Source: an optimization exercise on an open RTL-to-GDS flow (aim: small area). Production flows keep margins and buffers that such runs may drop. Function was checked by simulation only, so behaviour that the tests miss may differ from the original. No activity file was given, so power comes from the tool's default toggle rates.

[flow/run.sh]
#!/bin/bash
# synth_recipe.tcl (not shown) runs the flow's synth.tcl, then flattens the netlist and writes it again
# the make line also repeats each setting of config.mk as NAME=value (left out here)
make -C /OpenROAD-flow-scripts/flow DESIGN_CONFIG=/design/flow/config.mk WORK_HOME=/design/flow/orfs CLKGATE_MAP_FILE= SYNTH_SCRIPT=/design/flow/synth_recipe.tcl finish
[flow/config.mk]
export PLATFORM = sky130hd
export DESIGN_NAME = dbg_guv
export DESIGN_NICKNAME = dbg_guv
export VERILOG_FILES = /design/flow/design.v
export SDC_FILE = /design/flow/constraint.sdc
export NUM_CORES = 4
export LEC_CHECK = 0
export CAP_MARGIN = 20
export CORE_AREA = 10 10 310 310
export DIE_AREA = 0 0 320 320
export SLEW_MARGIN = 20
[flow/constraint.sdc]
create_clock -name core_clock -period 5.0 [get_ports {clk}]
set_input_delay 1.0000 -clock core_clock [delete_from_list [all_inputs] [get_ports {clk}]]
set_output_delay 1.0000 -clock core_clock [all_outputs]
set_load 0.01 [all_outputs]
[flow/design.v]
`timescale 1ns / 1ps
module axis_governor #(
    parameter DATA_WIDTH = 64,
    parameter DEST_WIDTH = 16,
    parameter ID_WIDTH = 16
) (    
    input wire clk,
    input wire [DATA_WIDTH-1:0] in_TDATA,
    input wire in_TVALID,
    output wire in_TREADY,
    input wire [DEST_WIDTH -1:0] in_TDEST,
    input wire [DATA_WIDTH-1:0] inj_TDATA,
    input wire inj_TVALID,
    output wire inj_TREADY,
    input wire [DEST_WIDTH -1:0] inj_TDEST,
    output wire [DATA_WIDTH-1:0] out_TDATA,
    output wire out_TVALID,
    input wire out_TREADY,
    output wire [DEST_WIDTH -1:0] out_TDEST,
    output wire [DATA_WIDTH-1:0] log_TDATA,
    output wire log_TVALID,
    input wire log_TREADY,
    output wire [DEST_WIDTH -1:0] log_TDEST,
    input wire pause,
    input wire drop,
    input wire log_en
);    
    axis_governor_glue_log glue(
        .in_vld(in_TVALID),
        .out_rdy(out_TREADY),
        .log_en(log_en),
        .log_rdy(log_TREADY),
        .inj_vld(inj_TVALID),
        .pause(pause),
        .drop(drop),
        .in_rdy(in_TREADY),
        .out_vld(out_TVALID),
        .log_vld(log_TVALID),
        .inj_rdy(inj_TREADY)
    );
    assign out_TDATA = inj_TVALID ? inj_TDATA : in_TDATA;
    assign out_TDEST = inj_TVALID ? inj_TDEST : in_TDEST;
    assign log_TDATA = in_TDATA;
    assign log_TDEST = in_TDEST;
endmodule
module axis_governor_glue_log (
    input wire in_vld, 
    input wire out_rdy, 
    input wire log_en,
    input wire log_rdy,
    input wire inj_vld,
    input wire pause,
    input wire drop,
    output wire in_rdy,
    output wire out_vld,
    output wire log_vld,
    output wire inj_rdy
);
    assign in_rdy = ~pause && (log_rdy || ~log_en) && (drop || (~inj_vld && out_rdy));
    assign out_vld = inj_vld || (in_vld && ~drop && ~pause && (~log_en || log_rdy));
    assign log_vld = log_en && ~pause && in_vld && (drop || (~inj_vld && out_rdy));
    assign inj_rdy = out_rdy;
endmodule
`timescale 1ns / 1ps
module control_FSM(
    input logic clk,
    input logic rst,
    input wire [31:0] cmd_in_TDATA, 
    input logic cmd_in_TVALID, 
    output logic cmd_in_TREADY, 
    input wire done_START, 
    input wire done_DROP, 
    input wire done_INJECT, 
    input wire done_WAIT, 
    input wire done_LOG, 
    input wire done_PAUSE, 
    input wire done_DONE_DROP, 
    input wire done_DONE_LOG, 
    input wire done_DONE_INJECT, 
    input wire done_DONE_PAUSE, 
    input wire done_WAIT_NEXT,
    input wire done_UNPAUSE,
    input wire done_QUIT_DROP,
    input wire done_UNLOG,
    output wire [10:0] curr_state,
    output wire master_inject_resp,
    output wire master_inject_rdata,
    output wire newFlit,
    output logic [10:0] state_next_o,
    output logic [31:0] data_o
);
    localparam START = 6'd0;
    localparam DROP = 6'd1; 
    localparam INJECT = 6'd2; 
    localparam WAIT = 6'd3;
    localparam LOG= 6'd4;
    localparam PAUSE = 6'd5;
    localparam DONE_DROP = 6'd6;
    localparam DONE_LOG = 6'd7;
    localparam DONE_INJECT = 6'd8;
    localparam DONE_PAUSE = 6'd9;
    localparam WAIT_NEXT = 6'd10;   
    localparam UNPAUSE = 6'd11;
    localparam QUIT_DROP = 6'd12;
    localparam UNLOG = 6'd13;
    logic [10:0] state_next;  
    logic [10:0] state;
    assign data_o = cmd_in_TDATA;
    assign state_next_o = state_next;
    assign master_inject_resp = cmd_in_TDATA[4];  
    assign master_inject_rdata = 0;  
    assign curr_state = state;
    assign newFlit = cmd_in_TREADY && cmd_in_TVALID;
    always@(posedge clk or posedge rst) begin 
        if(rst) 
            state <= START;
        else 
            state <= state_next;
    end
    always_comb begin
        case (state)
            START: begin
                cmd_in_TREADY = 1;  
                if(cmd_in_TREADY && cmd_in_TVALID) begin
                    if(((cmd_in_TDATA[1] && !cmd_in_TDATA[0]) || (cmd_in_TDATA[2] && !cmd_in_TDATA[0])) && done_START)
                        state_next = PAUSE;  
                    else if(cmd_in_TDATA[3] && cmd_in_TDATA[0] && done_START)
                        state_next = QUIT_DROP;
                    else if((cmd_in_TDATA[3] || cmd_in_TDATA[4]) && done_START)
                        state_next = DROP;  
                    else if((cmd_in_TDATA[5] || cmd_in_TDATA[6]) && done_START)
                        state_next = WAIT_NEXT; 
                    else if(cmd_in_TDATA[12] && done_START)
                        state_next = INJECT;   
                    else if(((cmd_in_TDATA[7] && !cmd_in_TDATA[0]) || (cmd_in_TDATA[8] && !cmd_in_TDATA[0]) || (cmd_in_TDATA[9] && !cmd_in_TDATA[0]) || (cmd_in_TDATA[10] && !cmd_in_TDATA[0]) || (cmd_in_TDATA[11] && !cmd_in_TDATA[0])) && done_START)
                        state_next = LOG;  
                    else if(((cmd_in_TDATA[7] && cmd_in_TDATA[0]) || (cmd_in_TDATA[8] && cmd_in_TDATA[0]) || (cmd_in_TDATA[9] && cmd_in_TDATA[0]) || (cmd_in_TDATA[10] && cmd_in_TDATA[0]) || (cmd_in_TDATA[11] && cmd_in_TDATA[0])) && done_START)
                        state_next = UNLOG;  
                    else if((cmd_in_TDATA[1] && cmd_in_TDATA[0]) || (cmd_in_TDATA[2] && cmd_in_TDATA[0]) && done_START)
                        state_next = UNPAUSE;  
                    else
                        state_next = START;
                end
                else 
                    state_next = START;
            end
            DROP: begin
                if(cmd_in_TDATA[3] && done_DROP) 
                    state_next = DONE_DROP;  
                else if(cmd_in_TDATA[4] && done_DROP) 
                    state_next = INJECT;  
                else if(cmd_in_TDATA[6] && done_DROP)
                    state_next = INJECT;  
                else
                    state_next = DROP;
                cmd_in_TREADY = 0;
            end
            QUIT_DROP: begin
                state_next = START;
                cmd_in_TREADY = 0;
            end
            INJECT: begin
                if(cmd_in_TDATA[3] && done_INJECT) 
                    state_next = WAIT;  
                else if(cmd_in_TDATA[4] && done_INJECT) 
                    state_next = DROP;  
                else if(cmd_in_TDATA[5] && done_INJECT) 
                    state_next = WAIT;  
                else if(cmd_in_TDATA[6] && done_INJECT) 
                    state_next = WAIT;  
                else if(cmd_in_TDATA[12] && done_INJECT) 
                    state_next = WAIT;  
                else 
                    state_next = INJECT;      
                cmd_in_TREADY = 0;
            end
            WAIT: begin
                if((cmd_in_TDATA[3] || cmd_in_TDATA[4]) && done_WAIT)
                    state_next = DONE_DROP;  
                else if((cmd_in_TDATA[5] || cmd_in_TDATA[12]) && done_WAIT)
                    state_next = DONE_INJECT; 
                else if(cmd_in_TDATA[6] && done_WAIT)
                    state_next = DONE_INJECT;  
                else
                    state_next = WAIT;
                cmd_in_TREADY = 0;
            end
            WAIT_NEXT: begin
                if(cmd_in_TDATA[6] && done_WAIT_NEXT)
                    state_next = DROP;  
                else if(cmd_in_TDATA[5] && done_WAIT_NEXT)
                    state_next = INJECT;  
                else
                    state_next = WAIT_NEXT;
                cmd_in_TREADY = 0;
            end
            LOG: begin
                if(done_LOG)
                    state_next = WAIT;
                else
                    state_next = LOG;
                cmd_in_TREADY = 0;
            end
            UNLOG: begin
                if(done_UNLOG)
                    state_next = START;
                else
                    state_next = UNLOG;
                cmd_in_TREADY = 0;
            end
            PAUSE: begin
                if(done_PAUSE)
                    state_next = DONE_PAUSE;
                else
                    state_next = PAUSE;
                cmd_in_TREADY = 0;
            end
            UNPAUSE: begin
                if(done_UNPAUSE)
                    state_next = START;
                else
                    state_next = UNPAUSE;
                cmd_in_TREADY = 0;
            end 
            DONE_DROP: begin
                if(done_DONE_DROP) 
                    state_next = START;
                else
                    state_next = DONE_DROP;
                cmd_in_TREADY = 0;
            end
            DONE_LOG: begin
                if(done_DONE_LOG) 
                    state_next = START;
                else
                    state_next = DONE_LOG;
                cmd_in_TREADY = 0;
            end
            DONE_INJECT: begin
                if(done_DONE_INJECT) 
                    state_next = START;
                else
                    state_next = DONE_INJECT;
                cmd_in_TREADY = 0;
            end
            DONE_PAUSE: begin
                if(done_DONE_PAUSE) 
                    state_next = START;
                else
                    state_next = DONE_PAUSE;
                cmd_in_TREADY = 0;
            end
            default: begin
                cmd_in_TREADY = 0;
                state_next = START;
            end
        endcase
    end 
endmodule
`timescale 1ns / 1ps
module datapath # (
    parameter DATA_WIDTH = 64,
    parameter DEST_WIDTH = 16, 
    parameter ID_WIDTH = 16
) (
    input logic clk,
    input logic rst,
    input [10:0] state_current,
    input wire master_inject_enable_resp,
    input wire master_inject_enable_rdata,
    input wire [31:0] cmd_in_TDATA,
    input wire [DATA_WIDTH-1:0] din_TDATA_rdata,
    input wire [DEST_WIDTH -1:0] din_TDEST_rdata,
    input wire din_TVALID_rdata,
    output wire din_TREADY_rdata,
    output wire [DATA_WIDTH-1:0] din_TDATA_wdata,
    output wire din_TVALID_wdata,
    input wire din_TREADY_wdata,
    output wire [DATA_WIDTH-1:0] din_TDATA_raddr,
    output wire din_TVALID_raddr,
    input wire din_TREADY_raddr,
    output wire [DATA_WIDTH-1:0] din_TDATA_awaddr,
    output wire din_TVALID_awaddr,
    input wire din_TREADY_awaddr,
    input wire [DATA_WIDTH-1:0] din_TDATA_resp,
    input wire din_TVALID_resp,
    output wire din_TREADY_resp,
    output wire [DATA_WIDTH-1:0] dout_TDATA_rdata,
    output wire [DEST_WIDTH -1:0] dout_TDEST_rdata,
    output wire dout_TVALID_rdata,
    input wire dout_TREADY_rdata,
    input wire [DATA_WIDTH-1:0] dout_TDATA_wdata,
    input wire dout_TVALID_wdata,
    output wire dout_TREADY_wdata,
    input wire [DATA_WIDTH-1:0] dout_TDATA_raddr,
    input wire dout_TVALID_raddr,
    output wire dout_TREADY_raddr,
    input wire [DATA_WIDTH-1:0] dout_TDATA_awaddr,
    input wire dout_TVALID_awaddr,
    output wire dout_TREADY_awaddr,
    output wire [DATA_WIDTH-1:0] dout_TDATA_resp,
    output wire dout_TVALID_resp,
    input wire dout_TREADY_resp,
    output logic done_START,
    output logic done_DROP,
    output logic done_INJECT,
    output logic done_WAIT,
    output logic done_LOG,
    output logic done_PAUSE,
    output logic done_DONE_DROP,
    output logic done_DONE_LOG,
    output logic done_DONE_INJECT,
    output logic done_DONE_PAUSE,
    output logic done_WAIT_NEXT,
    output logic done_UNPAUSE,
    output logic done_QUIT_DROP,
    output logic done_UNLOG,
    input wire newFlit,
    output wire [DATA_WIDTH-1:0] log_TDATA_rdata_o,
    output wire log_TVALID_rdata_o,
    input wire log_TREADY_rdata_i,
    output wire [DEST_WIDTH -1:0] log_TDEST_rdata_o,
    output wire [DATA_WIDTH-1:0] log_TDATA_wdata_o,
    output wire log_TVALID_wdata_o,
    input wire log_TREADY_wdata_i,
    output wire [DATA_WIDTH-1:0] log_TDATA_raddr_o,
    output wire log_TVALID_raddr_o,
    input wire log_TREADY_raddr_i,
    output wire [DATA_WIDTH-1:0] log_TDATA_awaddr_o,
    output wire log_TVALID_awaddr_o,
    input wire log_TREADY_awaddr_i,
    output wire [DATA_WIDTH-1:0] log_TDATA_resp_o,
    output wire log_TVALID_resp_o,
    input wire log_TREADY_resp_i
);   
    wire [DATA_WIDTH-1:0] log_TDATA_rdata;
    wire [DEST_WIDTH -1:0] log_TDEST_rdata;
    wire log_TREADY_rdata; 
    wire log_TVALID_rdata;
    wire inj_TVALID_rdata;
    wire inj_TREADY_rdata;
    logic [DATA_WIDTH -1:0] inj_TDATA_rdata; 
    wire [DEST_WIDTH -1:0] inj_TDEST_rdata = 0;
    wire [DATA_WIDTH-1:0] log_TDATA_wdata;
    wire log_TREADY_wdata;
    wire log_TVALID_wdata;
    wire inj_TVALID_wdata;
    wire inj_TREADY_wdata;
    logic [DATA_WIDTH -1:0] inj_TDATA_wdata; 
    wire [DATA_WIDTH-1:0] log_TDATA_raddr;
    wire log_TREADY_raddr;
    wire log_TVALID_raddr;
    wire inj_TVALID_raddr;
    wire inj_TREADY_raddr;
    wire [DATA_WIDTH -1:0] inj_TDATA_raddr = 0; 
    wire [DATA_WIDTH-1:0] log_TDATA_awaddr;
    wire log_TREADY_awaddr;
    wire log_TVALID_awaddr;
    wire inj_TVALID_awaddr;
    wire inj_TREADY_awaddr;
    logic [DATA_WIDTH -1:0] inj_TDATA_awaddr; 
    wire [DATA_WIDTH-1:0] log_TDATA_resp;
    wire log_TREADY_resp;
    wire log_TVALID_resp;
    wire inj_TVALID_resp;
    wire inj_TREADY_resp;
    logic [DATA_WIDTH -1:0] inj_TDATA_resp;
    assign log_TDATA_rdata_o = log_TDATA_rdata;
    assign log_TVALID_rdata_o = 1;
    assign log_TDEST_rdata_o = log_TDEST_rdata;
    assign log_TDATA_wdata_o = log_TDATA_wdata;
    assign log_TVALID_wdata_o = log_TVALID_wdata;
    assign log_TDATA_raddr_o = log_TDATA_raddr;
    assign log_TVALID_raddr_o = log_TVALID_raddr;
    assign log_TDATA_awaddr_o = log_TDATA_awaddr;
    assign log_TVALID_awaddr_o = log_TVALID_awaddr;
    assign log_TDATA_resp_o = log_TDATA_resp;
    assign log_TVALID_resp_o = log_TVALID_resp;
    wire pause;  
    wire drop;
    wire log_en;
    wire pause_wdata;
    wire drop_wdata;
    wire log_en_wdata;
    wire pause_rdata; 
    wire drop_rdata;
    wire log_en_rdata;
    wire pause_raddr; 
    wire drop_raddr;
    wire log_en_raddr;
    wire pause_awaddr; 
    wire drop_awaddr;
    wire log_en_awaddr;
    wire pause_resp; 
    wire drop_resp;
    wire log_en_resp;
    wire inj_success_rdata;
    wire inj_success_wdata;
    wire inj_success_raddr;
    wire inj_success_awaddr;
    wire inj_success_resp;
    wire [DEST_WIDTH -1:0] dout_TDEST_internal_rdata;
    localparam KEEP_WIDTH = DATA_WIDTH/8 -1;
    logic inj_TVALID_rdata_r;
    logic inj_TVALID_wdata_r;
    logic inj_TVALID_resp_r;
    logic inj_TVALID_awaddr_r; 
    logic inj_TVALID_raddr_r;
    logic log_TREADY_r;
    logic pause_enable_rdata; 
    logic log_enable_rdata;
    logic drop_enable_rdata;
    logic pause_enable_wdata; 
    logic log_enable_wdata;
    logic drop_enable_wdata;
    logic pause_enable_raddr; 
    logic log_enable_raddr;
    logic drop_enable_raddr;
    logic pause_enable_awaddr; 
    logic log_enable_awaddr;
    logic drop_enable_awaddr;
    logic pause_enable_resp; 
    logic log_enable_resp;
    logic drop_enable_resp;
    logic [15:0] AWADDR_cnt;
    logic [15:0] ARADDR_cnt;
    assign dout_TDEST_rdata = dout_TDEST_internal_rdata;
    assign inj_success_rdata = inj_TVALID_rdata && inj_TREADY_rdata;  
    assign inj_success_wdata = inj_TVALID_wdata && inj_TREADY_wdata;
    assign inj_success_awaddr = inj_TVALID_awaddr && inj_TREADY_awaddr;
    assign inj_success_raddr = inj_TVALID_raddr && !inj_TREADY_raddr;  
    assign inj_success_resp = inj_TVALID_resp && inj_TREADY_resp;
    assign log_TREADY_rdata = log_TREADY_r;
    assign log_TREADY_wdata = log_TREADY_r;
    assign log_TREADY_raddr = log_TREADY_r;
    assign log_TREADY_awaddr = log_TREADY_r;
    assign log_TREADY_resp = log_TREADY_r;
    assign pause_rdata = pause_enable_rdata;
    assign drop_rdata = drop_enable_rdata;
    assign log_en_rdata = log_enable_rdata;
    assign pause_wdata = pause_enable_wdata;
    assign drop_wdata = drop_enable_wdata;
    assign log_en_wdata = log_enable_wdata;
    assign pause_raddr = pause_enable_raddr;
    assign drop_raddr = drop_enable_raddr;
    assign log_en_raddr = log_enable_raddr;
    assign pause_awaddr = pause_enable_awaddr;
    assign drop_awaddr = drop_enable_awaddr;
    assign log_en_awaddr = log_enable_awaddr;
    assign pause_resp = pause_enable_resp;
    assign drop_resp = drop_enable_resp;
    assign log_en_resp = log_enable_resp;
    assign inj_TVALID_rdata = inj_TVALID_rdata_r;
    assign inj_TVALID_wdata = inj_TVALID_wdata_r;
    assign inj_TVALID_raddr = inj_TVALID_raddr_r;
    assign inj_TVALID_awaddr = inj_TVALID_awaddr_r;
    assign inj_TVALID_resp = inj_TVALID_resp_r;
    localparam START = 6'd0;
    localparam DROP = 6'd1; 
    localparam INJECT = 6'd2; 
    localparam WAIT = 6'd3;
    localparam LOG = 6'd4;
    localparam PAUSE = 6'd5;
    localparam DONE_DROP = 6'd6;
    localparam DONE_INJECT = 6'd8;
    localparam DONE_PAUSE = 6'd9;     
    localparam WAIT_NEXT = 6'd10;   
    localparam UNPAUSE = 6'd11;
    localparam QUIT_DROP = 6'd12;
    localparam UNLOG = 6'd13;
    logic [15:0] ARADDR_cnt_n;
    logic [15:0] AWADDR_cnt_n;
    logic  done_DONE_DROP_n;
    logic  done_DONE_INJECT_n;
    logic  done_DONE_LOG_n;
    logic  done_DONE_PAUSE_n;
    logic  done_DROP_n;
    logic  done_INJECT_n;
    logic  done_LOG_n;
    logic  done_PAUSE_n;
    logic  done_QUIT_DROP_n;
    logic  done_START_n;
    logic  done_UNLOG_n;
    logic  done_UNPAUSE_n;
    logic  done_WAIT_n;
    logic  done_WAIT_NEXT_n;
    logic  drop_enable_awaddr_n;
    logic  drop_enable_raddr_n;
    logic  drop_enable_rdata_n;
    logic  drop_enable_resp_n;
    logic  drop_enable_wdata_n;
    logic [DATA_WIDTH -1:0] inj_TDATA_awaddr_n;
    logic [DATA_WIDTH -1:0] inj_TDATA_rdata_n;
    logic [DATA_WIDTH -1:0] inj_TDATA_resp_n;
    logic [DATA_WIDTH -1:0] inj_TDATA_wdata_n;
    logic  inj_TVALID_awaddr_r_n;
    logic  inj_TVALID_raddr_r_n;
    logic  inj_TVALID_rdata_r_n;
    logic  inj_TVALID_resp_r_n;
    logic  inj_TVALID_wdata_r_n;
    logic  log_TREADY_r_n;
    logic  log_enable_awaddr_n;
    logic  log_enable_raddr_n;
    logic  log_enable_rdata_n;
    logic  log_enable_resp_n;
    logic  log_enable_wdata_n;
    logic  pause_enable_awaddr_n;
    logic  pause_enable_raddr_n;
    logic  pause_enable_rdata_n;
    logic  pause_enable_resp_n;
    logic  pause_enable_wdata_n;
    always_comb begin
        ARADDR_cnt_n = ARADDR_cnt;
        AWADDR_cnt_n = AWADDR_cnt;
        done_DONE_DROP_n = done_DONE_DROP;
        done_DONE_INJECT_n = done_DONE_INJECT;
        done_DONE_LOG_n = done_DONE_LOG;
        done_DONE_PAUSE_n = done_DONE_PAUSE;
        done_DROP_n = done_DROP;
        done_INJECT_n = done_INJECT;
        done_LOG_n = done_LOG;
        done_PAUSE_n = done_PAUSE;
        done_QUIT_DROP_n = done_QUIT_DROP;
        done_START_n = done_START;
        done_UNLOG_n = done_UNLOG;
        done_UNPAUSE_n = done_UNPAUSE;
        done_WAIT_n = done_WAIT;
        done_WAIT_NEXT_n = done_WAIT_NEXT;
        drop_enable_awaddr_n = drop_enable_awaddr;
        drop_enable_raddr_n = drop_enable_raddr;
        drop_enable_rdata_n = drop_enable_rdata;
        drop_enable_resp_n = drop_enable_resp;
        drop_enable_wdata_n = drop_enable_wdata;
        inj_TDATA_awaddr_n = inj_TDATA_awaddr;
        inj_TDATA_rdata_n = inj_TDATA_rdata;
        inj_TDATA_resp_n = inj_TDATA_resp;
        inj_TDATA_wdata_n = inj_TDATA_wdata;
        inj_TVALID_awaddr_r_n = inj_TVALID_awaddr_r;
        inj_TVALID_raddr_r_n = inj_TVALID_raddr_r;
        inj_TVALID_rdata_r_n = inj_TVALID_rdata_r;
        inj_TVALID_resp_r_n = inj_TVALID_resp_r;
        inj_TVALID_wdata_r_n = inj_TVALID_wdata_r;
        log_TREADY_r_n = log_TREADY_r;
        log_enable_awaddr_n = log_enable_awaddr;
        log_enable_raddr_n = log_enable_raddr;
        log_enable_rdata_n = log_enable_rdata;
        log_enable_resp_n = log_enable_resp;
        log_enable_wdata_n = log_enable_wdata;
        pause_enable_awaddr_n = pause_enable_awaddr;
        pause_enable_raddr_n = pause_enable_raddr;
        pause_enable_rdata_n = pause_enable_rdata;
        pause_enable_resp_n = pause_enable_resp;
        pause_enable_wdata_n = pause_enable_wdata;
        if(rst) begin 
            pause_enable_rdata_n = 0; 
            log_enable_rdata_n = 0;
            drop_enable_rdata_n = 0;
            pause_enable_wdata_n = 0; 
            log_enable_wdata_n = 0;
            drop_enable_wdata_n = 0;
            pause_enable_raddr_n = 0; 
            log_enable_raddr_n = 0;
            drop_enable_raddr_n = 0;
            pause_enable_awaddr_n = 0; 
            log_enable_awaddr_n = 0;
            drop_enable_awaddr_n = 0;
            pause_enable_resp_n = 0;  
            log_enable_resp_n = 0;
            drop_enable_resp_n = 0;  
            done_START_n = 0;
            done_DROP_n = 0;
            done_INJECT_n = 0;
            done_WAIT_n = 0;
            done_LOG_n = 0;
            done_PAUSE_n = 0;
            done_UNPAUSE_n = 0;
            done_QUIT_DROP_n = 0;
            done_UNLOG_n = 0;
            done_DONE_DROP_n = 0;
            done_DONE_LOG_n = 0;
            done_DONE_INJECT_n = 0;
            done_DONE_PAUSE_n = 0;
            done_WAIT_NEXT_n = 0;
            inj_TVALID_rdata_r_n = 0;
            inj_TVALID_wdata_r_n = 0;
            inj_TVALID_resp_r_n = 0;
            inj_TVALID_awaddr_r_n = 0;
            inj_TVALID_raddr_r_n = 0;
            log_TREADY_r_n = 0;
            AWADDR_cnt_n = 1;
            ARADDR_cnt_n = 1;
        end else begin
            done_START_n = 0;
            done_DROP_n = 0;
            done_INJECT_n = 0;
            done_WAIT_n = 0;
            done_LOG_n = 0;
            done_PAUSE_n = 0;
            done_DONE_DROP_n = 0;
            done_DONE_LOG_n = 0;
            done_DONE_INJECT_n = 0;
            done_DONE_PAUSE_n = 0;
            done_WAIT_NEXT_n = 0;
            done_UNPAUSE_n = 0;
            done_QUIT_DROP_n = 0;
            done_UNLOG_n = 0;
            case (state_current)
                START: begin
                    done_START_n = 1;
                end
                DROP: begin
                    if(cmd_in_TDATA[3] == 1) begin
                        drop_enable_rdata_n = 1;  
                        done_DROP_n = 1;
                    end
                    else if(cmd_in_TDATA[4] == 1) begin
                        drop_enable_wdata_n = 1;
                        drop_enable_awaddr_n = 1;
                        done_DROP_n = 1;
                    end
                    else if(cmd_in_TDATA[6]) begin
                        drop_enable_resp_n = 1;
                        done_DROP_n = 1;
                    end
                    else
                        done_DROP_n = 0;
                end
                QUIT_DROP: begin
                    drop_enable_rdata_n = 0;
                    drop_enable_wdata_n = 0;
                    drop_enable_awaddr_n = 0;
                    drop_enable_resp_n = 0;
                end
                INJECT: begin
                    if(cmd_in_TDATA[5] || master_inject_enable_rdata) begin
                        inj_TVALID_rdata_r_n = 1;
                        inj_TDATA_rdata_n = cmd_in_TDATA[28:13];  
                        done_INJECT_n = 1;
                    end
                    else if(cmd_in_TDATA[6]) begin  
                        inj_TVALID_awaddr_r_n = 1;
                        inj_TVALID_wdata_r_n = 1;
                        inj_TDATA_wdata_n = cmd_in_TDATA[28:13];  
                        inj_TDATA_awaddr_n = AWADDR_cnt_n;
                        done_INJECT_n = 1;
                    end
                    else if(cmd_in_TDATA[12] || master_inject_enable_resp) begin
                        inj_TVALID_resp_r_n = 1;
                        inj_TDATA_resp_n = 1;  
                        done_INJECT_n = 1;
                    end
                    else
                        done_INJECT_n = 1;
                end
                WAIT: begin
                    if(cmd_in_TDATA[5] || master_inject_enable_rdata) begin  
                        done_WAIT_n = inj_success_rdata;  
                        if(done_WAIT_n) begin
                            inj_TVALID_rdata_r_n = 0;  
                        end
                    end
                    else if(cmd_in_TDATA[6]) begin  
                        done_WAIT_n = inj_success_wdata && inj_success_awaddr;
                        if(done_WAIT_n) begin
                            inj_TVALID_wdata_r_n = 0;  
                            inj_TVALID_awaddr_r_n = 0;
                        end
                    end
                    else if(cmd_in_TDATA[12] || master_inject_enable_resp)  
                        done_WAIT_n = inj_success_resp;
                    else 
                        done_WAIT_n = 0;
                end
                WAIT_NEXT: begin
                    if(cmd_in_TDATA[5]) 
                        done_WAIT_NEXT_n = !(din_TVALID_rdata && dout_TREADY_rdata);  
                    else if(cmd_in_TDATA[6]) 
                        done_WAIT_NEXT_n = !(dout_TVALID_wdata && din_TREADY_wdata);  
                end
                LOG: begin
                    if(cmd_in_TDATA[7]) begin
                        log_enable_rdata_n = 1;
                        log_TREADY_r_n = 1; 
                    end
                    else if(cmd_in_TDATA[8]) begin
                        log_enable_wdata_n = 1;
                        log_TREADY_r_n = 1;
                    end
                    else if(cmd_in_TDATA[9]) begin
                        log_enable_raddr_n = 1;
                        log_TREADY_r_n = 1;
                    end
                    else if(cmd_in_TDATA[10]) begin
                        log_enable_awaddr_n = 1;
                        log_TREADY_r_n = 1;
                    end
                    else if(cmd_in_TDATA[11]) begin
                        log_enable_resp_n = 1;
                        log_TREADY_r_n = 1;
                    end
                    done_LOG_n = 1;
                end
                UNLOG: begin
                    if(cmd_in_TDATA[7] && cmd_in_TDATA[0]) begin
                        log_enable_rdata_n = 0;
                        log_TREADY_r_n = 0; 
                    end
                    else if(cmd_in_TDATA[8] && cmd_in_TDATA[0]) begin
                        log_enable_wdata_n = 0;
                        log_TREADY_r_n = 0;
                    end
                    else if(cmd_in_TDATA[9] && cmd_in_TDATA[0]) begin
                        log_enable_raddr_n = 0;
                        log_TREADY_r_n = 0;
                    end
                    else if(cmd_in_TDATA[10] && cmd_in_TDATA[0]) begin
                        log_enable_awaddr_n = 0;
                        log_TREADY_r_n = 0;
                    end
                    else if(cmd_in_TDATA[11] && cmd_in_TDATA[0]) begin
                        log_enable_resp_n = 0;
                        log_TREADY_r_n = 0;
                    end
                    done_UNLOG_n = 1;
                end
                PAUSE: begin
                    if(cmd_in_TDATA[1]) 
                        pause_enable_rdata_n = 1;
                    else if(cmd_in_TDATA[2]) 
                        pause_enable_wdata_n = 1;
                    done_PAUSE_n = 1;
                end
                UNPAUSE: begin
                    if(cmd_in_TDATA[1] && cmd_in_TDATA[0])
                        pause_enable_rdata_n = 0;
                    else if(cmd_in_TDATA[2] && cmd_in_TDATA[0])
                        pause_enable_wdata_n = 0;
                    done_UNPAUSE_n = 1;
                end
                DONE_DROP: begin
                    drop_enable_wdata_n = 0;
                    drop_enable_resp_n = 0;
                    drop_enable_awaddr_n = 0;
                    inj_TVALID_rdata_r_n = 0;
                    inj_TVALID_resp_r_n = 0;
                    inj_TDATA_rdata_n = 0;
                    inj_TDATA_resp_n = 0;
                    inj_TDATA_wdata_n = 0;
                    done_DONE_DROP_n = 1;
                end
                DONE_INJECT: begin
                    inj_TVALID_rdata_r_n = 0;
                    inj_TVALID_wdata_r_n = 0;
                    inj_TVALID_resp_r_n = 0;
                    inj_TVALID_awaddr_r_n = 0;
                    inj_TVALID_raddr_r_n = 0;
                    AWADDR_cnt_n += 1;
                    ARADDR_cnt_n += 1;
                    drop_enable_resp_n = 0;
                    drop_enable_rdata_n = 0;
                    done_DONE_INJECT_n = 1;
                end
                DONE_PAUSE: begin
                    done_DONE_PAUSE_n = 1;
                end
            endcase
        end 
    end
    always_ff @(posedge clk) begin
        ARADDR_cnt <= ARADDR_cnt_n;
        AWADDR_cnt <= AWADDR_cnt_n;
        done_DONE_DROP <= done_DONE_DROP_n;
        done_DONE_INJECT <= done_DONE_INJECT_n;
        done_DONE_LOG <= done_DONE_LOG_n;
        done_DONE_PAUSE <= done_DONE_PAUSE_n;
        done_DROP <= done_DROP_n;
        done_INJECT <= done_INJECT_n;
        done_LOG <= done_LOG_n;
        done_PAUSE <= done_PAUSE_n;
        done_QUIT_DROP <= done_QUIT_DROP_n;
        done_START <= done_START_n;
        done_UNLOG <= done_UNLOG_n;
        done_UNPAUSE <= done_UNPAUSE_n;
        done_WAIT <= done_WAIT_n;
        done_WAIT_NEXT <= done_WAIT_NEXT_n;
        drop_enable_awaddr <= drop_enable_awaddr_n;
        drop_enable_raddr <= drop_enable_raddr_n;
        drop_enable_rdata <= drop_enable_rdata_n;
        drop_enable_resp <= drop_enable_resp_n;
        drop_enable_wdata <= drop_enable_wdata_n;
        inj_TDATA_awaddr <= inj_TDATA_awaddr_n;
        inj_TDATA_rdata <= inj_TDATA_rdata_n;
        inj_TDATA_resp <= inj_TDATA_resp_n;
        inj_TDATA_wdata <= inj_TDATA_wdata_n;
        inj_TVALID_awaddr_r <= inj_TVALID_awaddr_r_n;
        inj_TVALID_raddr_r <= inj_TVALID_raddr_r_n;
        inj_TVALID_rdata_r <= inj_TVALID_rdata_r_n;
        inj_TVALID_resp_r <= inj_TVALID_resp_r_n;
        inj_TVALID_wdata_r <= inj_TVALID_wdata_r_n;
        log_TREADY_r <= log_TREADY_r_n;
        log_enable_awaddr <= log_enable_awaddr_n;
        log_enable_raddr <= log_enable_raddr_n;
        log_enable_rdata <= log_enable_rdata_n;
        log_enable_resp <= log_enable_resp_n;
        log_enable_wdata <= log_enable_wdata_n;
        pause_enable_awaddr <= pause_enable_awaddr_n;
        pause_enable_raddr <= pause_enable_raddr_n;
        pause_enable_rdata <= pause_enable_rdata_n;
        pause_enable_resp <= pause_enable_resp_n;
        pause_enable_wdata <= pause_enable_wdata_n;
    end
    axis_governor #(
            .DATA_WIDTH(DATA_WIDTH),
            .DEST_WIDTH((DEST_WIDTH < 1 ? 1 : DEST_WIDTH)),
            .ID_WIDTH((ID_WIDTH < 1 ? 1 : ID_WIDTH))
    ) guv_rdata (    
            .clk(clk),
            .in_TDATA(din_TDATA_rdata),
            .in_TVALID(din_TVALID_rdata),
            .in_TREADY(din_TREADY_rdata),
            .in_TDEST(din_TDEST_rdata),
            .inj_TDATA(inj_TDATA_rdata),
            .inj_TVALID(inj_TVALID_rdata),
            .inj_TREADY(inj_TREADY_rdata),
            .inj_TDEST(inj_TDEST_rdata),
            .out_TDATA(dout_TDATA_rdata),
            .out_TVALID(dout_TVALID_rdata),
            .out_TREADY(dout_TREADY_rdata),
            .out_TDEST(dout_TDEST_internal_rdata),
            .log_TDATA(log_TDATA_rdata),
            .log_TVALID(log_TVALID_rdata),
            .log_TREADY(log_TREADY_rdata),
            .log_TDEST(log_TDEST_rdata),
            .pause(pause_rdata),
            .drop(drop_rdata),
            .log_en(log_en_rdata)
        );    
    axis_governor #(
            .DATA_WIDTH(DATA_WIDTH),
            .DEST_WIDTH((DEST_WIDTH < 1 ? 1 : DEST_WIDTH)),
            .ID_WIDTH((ID_WIDTH < 1 ? 1 : ID_WIDTH))
    ) guv_wdata (    
            .clk(clk),
            .in_TDATA(dout_TDATA_wdata),
            .in_TVALID(dout_TVALID_wdata),
            .in_TREADY(dout_TREADY_wdata),
            .in_TDEST(),
            .inj_TDATA(inj_TDATA_wdata),
            .inj_TVALID(inj_TVALID_wdata),
            .inj_TREADY(inj_TREADY_wdata),
            .inj_TDEST(),
            .out_TDATA(din_TDATA_wdata),
            .out_TVALID(din_TVALID_wdata),
            .out_TREADY(din_TREADY_wdata),
            .out_TDEST(),
            .log_TDATA(log_TDATA_wdata),
            .log_TVALID(log_TVALID_wdata),
            .log_TREADY(log_TREADY_wdata),
            .log_TDEST(),
            .pause(pause_wdata),
            .drop(drop_wdata),
            .log_en(log_en_wdata)
        );    
    axis_governor #(
            .DATA_WIDTH(DATA_WIDTH),
            .DEST_WIDTH((DEST_WIDTH < 1 ? 1 : DEST_WIDTH)),
            .ID_WIDTH((ID_WIDTH < 1 ? 1 : ID_WIDTH))
    ) guv_raddr (    
            .clk(clk),
            .in_TDATA(dout_TDATA_raddr),
            .in_TVALID(dout_TVALID_raddr),
            .in_TREADY(dout_TREADY_raddr),
            .in_TDEST(),
            .inj_TDATA(inj_TDATA_raddr),
            .inj_TVALID(inj_TVALID_raddr),
            .inj_TREADY(inj_TREADY_raddr),
            .inj_TDEST(),
            .out_TDATA(din_TDATA_raddr),
            .out_TVALID(din_TVALID_raddr),
            .out_TREADY(din_TREADY_raddr),
            .out_TDEST(),
            .log_TDATA(log_TDATA_raddr),
            .log_TVALID(log_TVALID_raddr),
            .log_TREADY(log_TREADY_raddr),
            .log_TDEST(),
            .pause(pause_raddr),
            .drop(drop_raddr),
            .log_en(log_en_raddr)
        );    
    axis_governor #(
            .DATA_WIDTH(DATA_WIDTH),
            .DEST_WIDTH((DEST_WIDTH < 1 ? 1 : DEST_WIDTH)),
            .ID_WIDTH((ID_WIDTH < 1 ? 1 : ID_WIDTH))
    ) guv_awaddr (    
            .clk(clk),
            .in_TDATA(dout_TDATA_awaddr),
            .in_TVALID(dout_TVALID_awaddr),
            .in_TREADY(dout_TREADY_awaddr),
            .in_TDEST(),
            .inj_TDATA(inj_TDATA_awaddr),
            .inj_TVALID(inj_TVALID_awaddr),
            .inj_TREADY(inj_TREADY_awaddr),
            .inj_TDEST(),
            .out_TDATA(din_TDATA_awaddr),
            .out_TVALID(din_TVALID_awaddr),
            .out_TREADY(din_TREADY_awaddr),
            .out_TDEST(),
            .log_TDATA(log_TDATA_awaddr),
            .log_TVALID(log_TVALID_awaddr),
            .log_TREADY(log_TREADY_awaddr),
            .log_TDEST(),
            .pause(pause_awaddr),
            .drop(drop_awaddr),
            .log_en(log_en_awaddr)
        );    
    axis_governor #(
            .DATA_WIDTH(DATA_WIDTH),
            .DEST_WIDTH((DEST_WIDTH < 1 ? 1 : DEST_WIDTH)),
            .ID_WIDTH((ID_WIDTH < 1 ? 1 : ID_WIDTH))
    ) guv_resp (    
            .clk(clk),
            .in_TDATA(din_TDATA_resp),
            .in_TVALID(din_TVALID_resp),
            .in_TREADY(din_TREADY_resp),
            .in_TDEST(),
            .inj_TDATA(inj_TDATA_resp),
            .inj_TVALID(inj_TVALID_resp),
            .inj_TREADY(inj_TREADY_resp),
            .inj_TDEST(),
            .out_TDATA(dout_TDATA_resp),
            .out_TVALID(dout_TVALID_resp),
            .out_TREADY(dout_TREADY_resp),
            .out_TDEST(),
            .log_TDATA(log_TDATA_resp),
            .log_TVALID(log_TVALID_resp),
            .log_TREADY(log_TREADY_resp),
            .log_TDEST(),
            .pause(pause_resp),
            .drop(drop_resp),
            .log_en(log_en_resp)
        );    
endmodule
`timescale 1ns / 1ps
module dbg_guv # (
    parameter DATA_WIDTH = 64,
    parameter DEST_WIDTH = 16, 
    parameter ID_WIDTH = 16
) (
    input clk,
    input rst,
    input wire [31:0] cmd_in_TDATA,
    input wire cmd_in_TVALID,
    output wire cmd_in_TREADY,
    input wire [DATA_WIDTH-1:0] din_TDATA_rdata,
    input wire [DEST_WIDTH -1:0] din_TDEST_rdata,
    input wire din_TVALID_rdata,
    output wire din_TREADY_rdata,
    output wire [DATA_WIDTH-1:0] din_TDATA_wdata,
    output wire din_TVALID_wdata,
    input wire din_TREADY_wdata,
    output wire [DATA_WIDTH-1:0] din_TDATA_raddr,
    output wire din_TVALID_raddr,
    input wire din_TREADY_raddr,
    output wire [DATA_WIDTH-1:0] din_TDATA_awaddr,
    output wire din_TVALID_awaddr,
    input wire din_TREADY_awaddr,
    input wire [DATA_WIDTH-1:0] din_TDATA_resp,
    input wire din_TVALID_resp,
    output wire din_TREADY_resp,
    output wire [DATA_WIDTH-1:0] dout_TDATA_rdata,
    output wire [DEST_WIDTH -1:0] dout_TDEST_rdata,
    output wire dout_TVALID_rdata,
    input wire dout_TREADY_rdata,
    input wire [DATA_WIDTH-1:0] dout_TDATA_wdata,
    input wire dout_TVALID_wdata,
    output wire dout_TREADY_wdata,
    input wire [DATA_WIDTH-1:0] dout_TDATA_raddr,
    input wire dout_TVALID_raddr,
    output wire dout_TREADY_raddr,
    input wire [DATA_WIDTH-1:0] dout_TDATA_awaddr,
    input wire dout_TVALID_awaddr,
    output wire dout_TREADY_awaddr,
    output wire [DATA_WIDTH-1:0] dout_TDATA_resp,
    output wire dout_TVALID_resp,
    input wire dout_TREADY_resp,
    output wire [DATA_WIDTH-1:0] log_TDATA_rdata_o,
    output wire log_TVALID_rdata_o,
    input wire log_TREADY_rdata_i,
    output wire [DEST_WIDTH -1:0] log_TDEST_rdata_o,
    output wire [DATA_WIDTH-1:0] log_TDATA_wdata_o,
    output wire log_TVALID_wdata_o,
    input wire log_TREADY_wdata_i,
    output wire [DATA_WIDTH-1:0] log_TDATA_raddr_o,
    output wire log_TVALID_raddr_o,
    input wire log_TREADY_raddr_i,
    output wire [DATA_WIDTH-1:0] log_TDATA_awaddr_o,
    output wire log_TVALID_awaddr_o,
    input wire log_TREADY_awaddr_i,
    output wire [DATA_WIDTH-1:0] log_TDATA_resp_o,
    output wire log_TVALID_resp_o,
    input wire log_TREADY_resp_i
);
    wire done_START;
    wire done_DROP;
    wire done_INJECT; 
    wire done_WAIT;
    wire done_LOG;
    wire done_PAUSE; 
    wire done_DONE_DROP; 
    wire done_DONE_LOG; 
    wire done_DONE_INJECT; 
    wire done_DONE_PAUSE;
    wire done_WAIT_NEXT;
    wire done_UNPAUSE;
    wire done_QUIT_DROP;
    wire done_UNLOG;
    wire newFlit;
    wire [10:0] curr_state;
    wire master_inject_enable_resp;
    wire master_inject_enable_rdata;
    wire [10:0] next_state;
    wire [31:0] cmd_i;
    control_FSM U2(
        clk,
        rst,
        cmd_in_TDATA,
        cmd_in_TVALID,
        cmd_in_TREADY,
        done_START, 
        done_DROP, 
        done_INJECT, 
        done_WAIT, 
        done_LOG, 
        done_PAUSE, 
        done_DONE_DROP, 
        done_DONE_LOG, 
        done_DONE_INJECT, 
        done_DONE_PAUSE,
        done_WAIT_NEXT,
        done_UNPAUSE,
        done_QUIT_DROP,
        done_UNLOG,
        curr_state,
        master_inject_enable_resp,
        master_inject_enable_rdata,
        newFlit,
        next_state,
        cmd_i
    );
    datapath U1 (
        clk,
        rst,
        curr_state,
        master_inject_enable_resp,
        master_inject_enable_rdata,
        cmd_in_TDATA,
        din_TDATA_rdata,
        din_TDEST_rdata,
        din_TVALID_rdata,
        din_TREADY_rdata,
        din_TDATA_wdata,
        din_TVALID_wdata,
        din_TREADY_wdata,
        din_TDATA_raddr,
        din_TVALID_raddr,
        din_TREADY_raddr,
        din_TDATA_awaddr,
        din_TVALID_awaddr,
        din_TREADY_awaddr,
        din_TDATA_resp,
        din_TVALID_resp,
        din_TREADY_resp,
        dout_TDATA_rdata,
        dout_TDEST_rdata,
        dout_TVALID_rdata,
        dout_TREADY_rdata,
        dout_TDATA_wdata,
        dout_TVALID_wdata,
        dout_TREADY_wdata,
        dout_TDATA_raddr,
        dout_TVALID_raddr,
        dout_TREADY_raddr,
        dout_TDATA_awaddr,
        dout_TVALID_awaddr,
        dout_TREADY_awaddr,
        dout_TDATA_resp,
        dout_TVALID_resp,
        dout_TREADY_resp,
        done_START,
        done_DROP,
        done_INJECT,
        done_WAIT,
        done_LOG,
        done_PAUSE,
        done_DONE_DROP,
        done_DONE_LOG,
        done_DONE_INJECT,
        done_DONE_PAUSE,
        done_WAIT_NEXT,
        done_UNPAUSE,
        done_QUIT_DROP,
        done_UNLOG,
        newFlit,
        log_TDATA_rdata_o,
        log_TVALID_rdata_o,
        log_TREADY_rdata_i,
        log_TDEST_rdata_o,
        log_TDATA_wdata_o,
        log_TVALID_wdata_o,
        log_TREADY_wdata_i,
        log_TDATA_raddr_o,
        log_TVALID_raddr_o,
        log_TREADY_raddr_i,
        log_TDATA_awaddr_o,
        log_TVALID_awaddr_o,
        log_TREADY_awaddr_i,
        log_TDATA_resp_o,
        log_TVALID_resp_o,
        log_TREADY_resp_i
    );
endmodule
==> flow_summary.ini <==
[global_route]
grt_pass1_vias = 9658
grt_usage_pct = 17.9
grt_pass1_wl_um = 119000
overflow = 0
grt_max_degree = 56
grt_antenna_before_repair = 25

[layout]
final_area_um2 = 16800
layout-drive-gt1-share_pct = 5.99
fin_cells = 2741
syn_to_final_growth_pct = 79.1
nets = 1950

[floorplanning]
ios = 1074
initial_core_util_pct = 10.6
rows = 109
coreArea_um2 = 88800
die_y_um = 320
dieWidth_um = 320
dieArea_um2 = 102000

[placement]
gp_congestion = 0.918
portBuffers = 872
dp_cells = 2717
dp_hpwl_um = 88500
dpl_cell_area_um2 = 16500
dp_slack_ns = 1.34

[clock_tree]
cts.sinks = 95
cts_hold_buffers = 0
cts_max_level = 3
cts_buffers = 9
clk-insertion-delay-late_ns = 0.39
cts-root-buf = clkbuf_16
cts_setup_buffers = 0
ctsLongestPathBuffers = 2
cts_tree = done
ctsResizeCount = 0
clk_pin_slew_ns = 0.07

[status]
status = timing/DRC/antenna clean

[yosys]
yosysWarnings = 2
muxShareOfSynthArea_pct = 5.99
synthXorXnorAreaFrac_pct = 0.934
syn_nets = 1506
synthAdderAreaFrac_pct = 0.133
async_flop_share_pct = 4.21
synth_compound_area_share_pct = 6.38
synth_top_family_by_area = buffers and inverters
ys_seq_area_share_pct = 25.7
synth_area_um2 = 9380
synth_cell_type_count = 69
syn_inst = 1119
synth-edff-count = 49
synth-seq-cells = 95
ys.flop_type = edfxtp_1
synthSimpleGateAreaFrac_pct = 26.0
avgSynthCellArea_um2 = 8.38

[route]
dr.first_iter.drc_count = 615
wl_per_cell_um = 35.5
ant_nets = 0
firstDrtPassIters = 5
drcViolationCount = 0
wl_um = 97400
vias_per_cell = 3.49
vias = 9569

[timing]
hold_viol = 0
finalSetupTns_ns = 0
period_share_pct = 71.9
finalSetupViolations = 0
drv_slew = 0
rsz0062_at_grt = no
fin_skew_ns = 0.0155
worstMarginPinSlew_ns = 1.06
setup_slack_ns = 1.40
slew_headroom_pct = 29.2
post-route-min-period_ns = 3.60
fmax_mhz = 278

[power]
powerDensity_nw_per_um2 = 280
p_leak_nw = 5.79
irDropWorstVdd_mv = 0.180

[hold_path]
worst_hold_path_type = flop to flop

[worst_setup_path]
critPathKind = input pin to output port
crit_path_end_kind = output port
arrival_ns = 2.60
cp_data_required_time_ns = 4.00
critPathMaxFanout = 2
cp-start-kind = input pin

[job]
max-cap-violations = 0
-- metrics by stage --
step | hold slack (ns) | utilization, % | power (W)
2_1_floorplan | 0.416 | - | 0.00232
3_3_place_gp | 0.441 | 18.6 | 0.00404
3_5_place_dp | 0.455 | 18.6 | 0.00403
4_1_cts | 0.472 | 18.9 | 0.00480
5_1_grt | 0.494 | 18.9 | 0.00497
6_report | 0.469 | 18.9 | 0.00471
-- worst max-delay path, cell delays in order --
cell and delay [ns]:
clkdlybuf4s50_1 0.48, nand2b_1 0.07, o21ai_0 0.28, clkdlybuf4s50_1 0.77
-- cell families after synthesis --
family | Yosys count
buffers and inverters | 464
adders and majority gates | 1
and+or+nand+nor | 406
other | 1
DFF | 95
AOI/OAI and AO/OA | 92
muxes | 50
xor gates and xnor gates | 10
-- report_power, final --
group          switching [W]  internal (W)
sequential          0.000208      0.000899
clock               0.000378      0.000354
combinational        0.00141       0.00146
total                0.00200       0.00271
-- Yosys cell counts, drive strengths merged (3+ instances only) --
cell	number	share of area [%]
and2	23	1.5
a22oi	3	0.24
o31ai	4	0.32
nor2	31	1.2
inv	11	0.44
mux2	49	5.9
o21ai	19	1.0
buf	412	33
nor3	10	0.53
clkbuf	41	1.6
nand2	33	1.3
nand4	10	0.67
or3	5	0.33
edfxtp	49	16
dfxtp	42	9.0
nor4	5	0.40
nand3	15	0.80
nor4b	5	0.83
and3	10	0.67
nor2b	238	16
or4	4	0.32
xnor2	4	0.37
dfrtp	4	1.1
nand2b	5	0.33
o2111ai	4	0.37
xor2	6	0.56
a21oi	32	1.7
a31oi	3	0.20
-- layer usage --
layer | vias up | track usage, % | wire length (um) | part of all wire, %
li1 | 4204 | - | - | -
met1 | 4532 | 20.9 | 39000 | 40
met2 | 739 | 27.3 | 42100 | 43
met3 | 78 | 12.0 | 14600 | 15
met4 | 16 | 2.88 | 1510 | 1.6
met5 | - | 0.662 | 179 | 0.18
-- registers in the layout (all words and copies together) (netlist names), 4 cells and up --
name and cells:
U1.AWADDR_cnt 16, U1.inj_TDATA_awaddr 16, U1.inj_TDATA_wdata 16, U1.inj_TDATA_rdata 16
U2.state 4
-- path summary, 6_finish.rpt --
check / start / end / slack (ns) / cells past startpoint
max: dout_TVALID_awaddr / din_TVALID_awaddr / 1.40 / 4
min: U1.AWADDR_cnt[15] / U1.inj_TDATA_awaddr[15] / 0.47 / 0
max reg2reg: U2.state[1] / U1.inj_TDATA_rdata[4] / 1.96 / 5
min reg2reg: U1.AWADDR_cnt[15] / U1.inj_TDATA_awaddr[15] / 0.47 / 0
max in group asynchronous: rst / U2.state[2] / 3.67 / 2
min in group asynchronous: rst / U2.state[1] / 1.02 / 2
-- placed cells by master (no fill, tap or decap), types with 15 or more instances in the layout --
master	count
nand2_1	33
edfxtp_1	49
nor2b_1	238
mux2_2	49
a21oi_1	30
clkdlybuf4s50_1	872
and2_1	23
nor2_1	31
dfxtp_1	39
nand3_1	15
-- layout make-up --
type / count / area (um^2)
well taps: 1165 / 1460
fillers: 9893 / 72000
multi-input cells: 560 / 3730
inverters: 11 / 41.3
diodes: 8 / 20.0
clock inverters: 7 / 68.8
clock buffers: 9 / 225
flip-flops and latches: 95 / 2420
repair buffers: 886 / 8830

[static timing again, ports no longer ideal]
Ports are ideal in the flow. The routed layout listed here was re-timed in OpenROAD. Step 1, drivers: a clkbuf_16 drives clk and a buf_2 each remaining input, both assumed. Step 2 moves the port delays by t, midway between the first and last clock arrival at a register: inputs arrive t later, outputs are due t later. That takes back most of the time a late clock gives input paths. Three values: ideal ports, drivers, drivers and shift; two values: the first two.
shift t [ns]: 0.437
setup slack, ns: 1.404 / 1.159 / 1.159
worst setup path after step 2: input to output
After both steps this run still meets setup and hold. For this run, drivers alone change the setup slack by -0.245 ns; drivers and shift together by -0.245 ns.
